Context: an optimization exercise on an open-source flow, tuned for small area, a short achievable clock period and few clock cycles. The choices shown serve that exercise and are no tape-out recipe. Function was checked by simulation only, so behaviour that the tests miss may differ from the original. Power and IR drop assume default switching activity.

==> inputs of 10-04 <==
==> flow/design.v <==
module l1_dcache(input clock,
                 input reset,
                 input ren,
                 input wen,
                 input [(($clog2(((64)*((4)*(4)))))-1):0] addr,
                 input [((4)-1):0] byteSelectVector,
                 input [(((4)*8)-1):0] din,
                 output stall,
                 output [(((4)*8)-1):0] dout,
                 output memRen,
                 output memWen,
                 output [(($clog2((64)))-1):0] memBlockAddr,
                 output [((((4)*(4))*8)-1):0] memDin,
                 input memReadReady,
                 input memWriteDone,
                 input [((((4)*(4))*8)-1):0] memDout);
    localparam IDLE = 2'd0, WB = 2'd1, RD = 2'd2;
    reg [127:0] data0 [0:3];
    reg [127:0] data1 [0:3];
    reg [3:0]   tag0  [0:3];
    reg [3:0]   tag1  [0:3];
    reg [3:0]   valid0, valid1;
    reg [3:0]   dirty0, dirty1;
    reg [3:0]   mru;             
    reg [1:0]   state;
    wire [1:0] set  = addr[5:4];
    wire [3:0] tg   = addr[9:6];
    wire [1:0] word = addr[3:2];
    wire [3:0] sdec = {set == 2'd3, set == 2'd2, set == 2'd1, set == 2'd0};
    wire [3:0] wdec = {word == 2'd3, word == 2'd2, word == 2'd1, word == 2'd0};
    wire req = ren ^ wen;
    wire wr  = wen & ~ren;
    wire [3:0] eq0, eq1;
    wire [3:0] svw, sdirty;
    wire [3:0] stag [0:3];
    genvar g;
    generate
        for (g = 0; g < 4; g = g + 1) begin : perset
            assign eq0[g] = valid0[g] & (tag0[g] == tg);
            assign eq1[g] = valid1[g] & (tag1[g] == tg);
            assign svw[g] = valid0[g] & (~valid1[g] | ~mru[g]);
            assign sdirty[g] = svw[g] ? (valid1[g] & dirty1[g]) : (valid0[g] & dirty0[g]);
            assign stag[g] = svw[g] ? tag1[g] : tag0[g];
        end
    endgenerate
    wire m0 = |(eq0 & sdec);
    wire m1 = |(eq1 & sdec);
    wire hit = m0 | m1;
    wire vw = |(svw & sdec);
    wire vdirty = |(sdirty & sdec);
    wire [3:0] vtag = ({4{sdec[0]}} & stag[0]) | ({4{sdec[1]}} & stag[1]) |
                      ({4{sdec[2]}} & stag[2]) | ({4{sdec[3]}} & stag[3]);
    wire [127:0] blk0 = ({128{sdec[0]}} & data0[0]) | ({128{sdec[1]}} & data0[1]) |
                        ({128{sdec[2]}} & data0[2]) | ({128{sdec[3]}} & data0[3]);
    wire [127:0] blk1 = ({128{sdec[0]}} & data1[0]) | ({128{sdec[1]}} & data1[1]) |
                        ({128{sdec[2]}} & data1[2]) | ({128{sdec[3]}} & data1[3]);
    wire [31:0] w0 = ({32{wdec[0]}} & blk0[31:0])  | ({32{wdec[1]}} & blk0[63:32]) |
                     ({32{wdec[2]}} & blk0[95:64]) | ({32{wdec[3]}} & blk0[127:96]);
    wire [31:0] w1 = ({32{wdec[0]}} & blk1[31:0])  | ({32{wdec[1]}} & blk1[63:32]) |
                     ({32{wdec[2]}} & blk1[95:64]) | ({32{wdec[3]}} & blk1[127:96]);
    wire [31:0] memword = ({32{wdec[0]}} & memDout[31:0])  | ({32{wdec[1]}} & memDout[63:32]) |
                          ({32{wdec[2]}} & memDout[95:64]) | ({32{wdec[3]}} & memDout[127:96]);
    wire [31:0] hitword = ({32{m0}} & w0) | ({32{m1}} & w1);
    wire idle = (state == IDLE);
    wire inwb = (state == WB);
    wire inrd = (state == RD);
    wire miss = idle & req & ~hit;
    wire fill = inrd & memReadReady;
    assign stall  = miss | inwb | (inrd & ~memReadReady);
    assign memWen = (miss & vdirty) | inwb;
    assign memRen = (miss & ~vdirty) | inrd;
    assign memBlockAddr = (~inrd & vdirty) ? {vtag, set} : addr[9:4];
    assign memDin = vw ? blk1 : blk0;
    assign dout   = inrd ? memword : hitword;
    wire [15:0] bsel;
    wire [127:0] wdata;
    generate
        for (g = 0; g < 16; g = g + 1) begin : bytes
            assign bsel[g] = wr & wdec[g / 4] & byteSelectVector[g % 4];
            assign wdata[g*8 +: 8] = bsel[g] ? din[(g%4)*8 +: 8] : memDout[g*8 +: 8];
        end
    endgenerate
    wire whit = idle & wr;
    wire [3:0] fill0 = {4{fill & ~vw}} & sdec;
    wire [3:0] fill1 = {4{fill &  vw}} & sdec;
    wire [3:0] wh0 = {4{whit & m0}} & sdec;
    wire [3:0] wh1 = {4{whit & m1}} & sdec;
    integer s, k;
    always @(posedge clock) begin
        for (s = 0; s < 4; s = s + 1) begin
            for (k = 0; k < 16; k = k + 1) begin
                if (fill0[s] | (wh0[s] & bsel[k])) data0[s][k*8 +: 8] <= wdata[k*8 +: 8];
                if (fill1[s] | (wh1[s] & bsel[k])) data1[s][k*8 +: 8] <= wdata[k*8 +: 8];
            end
            if (fill0[s]) begin tag0[s] <= tg; dirty0[s] <= wr; end
            else if (wh0[s]) dirty0[s] <= 1'b1;
            if (fill1[s]) begin tag1[s] <= tg; dirty1[s] <= wr; end
            else if (wh1[s]) dirty1[s] <= 1'b1;
            if (sdec[s] & fill) mru[s] <= vw;
            else if (sdec[s] & idle & req & hit) mru[s] <= m1;
        end
    end
    always @(posedge clock or negedge reset) begin
        if (!reset) begin
            valid0 <= 4'b0;
            valid1 <= 4'b0;
            state <= IDLE;
        end else begin
            valid0 <= valid0 | fill0;
            valid1 <= valid1 | fill1;
            case (state)
                IDLE: if (miss) state <= vdirty ? WB : RD;
                WB:   if (memWriteDone) state <= RD;
                RD:   if (memReadReady) state <= IDLE;
                default: state <= IDLE;
            endcase
        end
    end
endmodule
==> flow/flow/run.sh <==
#!/bin/bash
# The standard layout, with plain buffers (not delay buffers) on the ports.
set -euo pipefail
export BUFFER_PORTS_ARGS="-buffer_cell sky130_fd_sc_hd__buf_2"
bash standard.sh > standard_flow.log 2>&1
==> flow/standard.sh <==
#!/bin/bash
# synth_recipe.tcl (not shown) runs the flow's synth.tcl, then flattens the netlist and writes it again
# the make line also repeats each setting of config.mk as NAME=value (left out here)
make -C /OpenROAD-flow-scripts/flow DESIGN_CONFIG=/design/flow/config.mk WORK_HOME=/design/flow/orfs CLKGATE_MAP_FILE= SYNTH_SCRIPT=/design/flow/synth_recipe.tcl "${@:-finish}"
==> flow/config.mk <==
export PLATFORM = sky130hd
export DESIGN_NAME = l1_dcache
export DESIGN_NICKNAME = l1_dcache
export VERILOG_FILES = /design/flow/design.v
export SDC_FILE = /design/flow/constraint.sdc
export NUM_CORES = 4
export LEC_CHECK = 0
export CAP_MARGIN = 20
export CORE_MARGIN = 2
export CORE_UTILIZATION = 60
export SETUP_SLACK_MARGIN = 3
export SLEW_MARGIN = 20
==> flow/constraint.sdc <==
create_clock -name core_clock -period 8.0 [get_ports {clock}]
set_input_delay 1.6000 -clock core_clock [delete_from_list [all_inputs] [get_ports {clock}]]
set_output_delay 1.6000 -clock core_clock [all_outputs]
set_load 0.01 [all_outputs]
==> 11-26: changes against 10-04 <==
--- a/flow/design.v
+++ b/flow/design.v
@@ -62,3 +62,2 @@
                           ({32{wdec[2]}} & memDout[95:64]) | ({32{wdec[3]}} & memDout[127:96]);
-    wire [31:0] hitword = ({32{m0}} & w0) | ({32{m1}} & w1);
     wire idle = (state == IDLE);
@@ -73,3 +72,3 @@
     assign memDin = vw ? blk1 : blk0;
-    assign dout   = inrd ? memword : hitword;
+    assign dout   = ({32{m0}} & w0) | ({32{m1}} & w1) | ({32{inrd}} & memword);
     wire [15:0] bsel;
==> flow/flow/run.sh (replaced) <==
#!/bin/bash
# The standard layout, with plain buffers (not delay buffers) on the ports.
set -euo pipefail
export BUFFER_PORTS_ARGS="-buffer_cell sky130_fd_sc_hd__buf_1"
bash standard.sh > standard_flow.log 2>&1
--- a/flow/config.mk
+++ b/flow/config.mk
@@ -10,3 +10,6 @@
 export CORE_UTILIZATION = 60
+export CTS_CLUSTER_DIAMETER = 60
+export CTS_CLUSTER_SIZE = 25
 export SETUP_SLACK_MARGIN = 3
 export SLEW_MARGIN = 20
+export TNS_END_PERCENT = 0
==> 10-15: changes against 10-04 <==
--- a/flow/design.v
+++ b/flow/design.v
@@ -62,3 +62,2 @@
                           ({32{wdec[2]}} & memDout[95:64]) | ({32{wdec[3]}} & memDout[127:96]);
-    wire [31:0] hitword = ({32{m0}} & w0) | ({32{m1}} & w1);
     wire idle = (state == IDLE);
@@ -73,3 +72,3 @@
     assign memDin = vw ? blk1 : blk0;
-    assign dout   = inrd ? memword : hitword;
+    assign dout   = ({32{m0}} & w0) | ({32{m1}} & w1) | ({32{inrd}} & memword);
     wire [15:0] bsel;
==> flow/flow/run.sh (replaced) <==
#!/bin/bash
# The standard layout, with plain buffers (not delay buffers) on the ports.
set -euo pipefail
export BUFFER_PORTS_ARGS="-buffer_cell sky130_fd_sc_hd__buf_1"
bash standard.sh > standard_flow.log 2>&1
--- a/flow/config.mk
+++ b/flow/config.mk
@@ -12 +12,2 @@
 export SLEW_MARGIN = 20
+export TNS_END_PERCENT = 0
==> comparison table <==
	11-26	10-15	10-04
Status	timing/DRC/antenna clean	timing/DRC/antenna clean	timing/DRC/antenna clean
Critical path launch point	addr[4]	addr[4]	addr[8]
Worst setup slack after layout	2.71 ns	2.78 ns	2.74 ns
Post-CTS setup buffers	52	35	77
Count of cells resized by post-cts repair	178	122	284
Die extent in y	281 um	281 um	284 um
Min-Delay Startpoint	valid1[2]$_DFF_PN0_	valid1[1]$_DFF_PN0_	valid0[0]$_DFF_PN0_
Initial DRC Count	4364	4419	4167
Clock Skew	0.0216 ns	0.0247 ns	0.0363 ns
Cell area after technology mapping	46100 um^2	46100 um^2	46900 um^2
Final standard cell count with taps included and fillers excluded	3954	4041	4089
P_int	9430 uW	10400 uW	10400 uW
Core Box Area	76100 um^2	76100 um^2	77500 um^2
Remaining max-slew budget at the tightest pin	21.8%	22.1%	17.2%
Fraction of post-synthesis cell area in the top cell type by area	69.5%	69.5%	68.4%
Post-synthesis share of cell area spent on xor and xnor gates	0.607%	0.607%	0.598%
End of the critical path	dout[9]	dout[9]	dout[5]
Mean post-synth cell area	19.5 um^2	19.5 um^2	19.2 um^2
Testbench counts of 10-04, summed over its fixed seeds: cycles 60,857.
Testbench counts of 11-26, summed over its fixed seeds: cycles 60,857.
Testbench counts of 10-15, summed over its fixed seeds: cycles 60,857.

-- re-timing with driven ports --
The flow's constraints put no driver on any port. The routed layouts listed below were extracted and timed again, unchanged, in two steps. Step 1 sets driving cells, clkbuf_16 on the clock port and buf_2 on the other inputs (assumed; they add their load-dependent delay and slew). Step 2 times the ports against the registers' clock, not the clock port: input delays grow and output delays shrink by t, the midpoint of the rising clock arrivals with the driver on. a / b / c = ideal / step 1 / step 2; a / b = the first two.
run | t (ns) | slack for setup (ns) | worst setup path after step 2
10-04 | 0.741 | 2.744 / 2.321 / 2.321 | input to output
11-26 | 0.700 | 2.711 / 2.493 / 2.493 | input to output
10-15 | 0.738 | 2.783 / 2.516 / 2.516 | input to output
After both steps every run listed still meets setup and hold. For 10-04, which loses most, drivers alone change the setup slack by -0.423 ns; drivers and shift together by -0.423 ns.
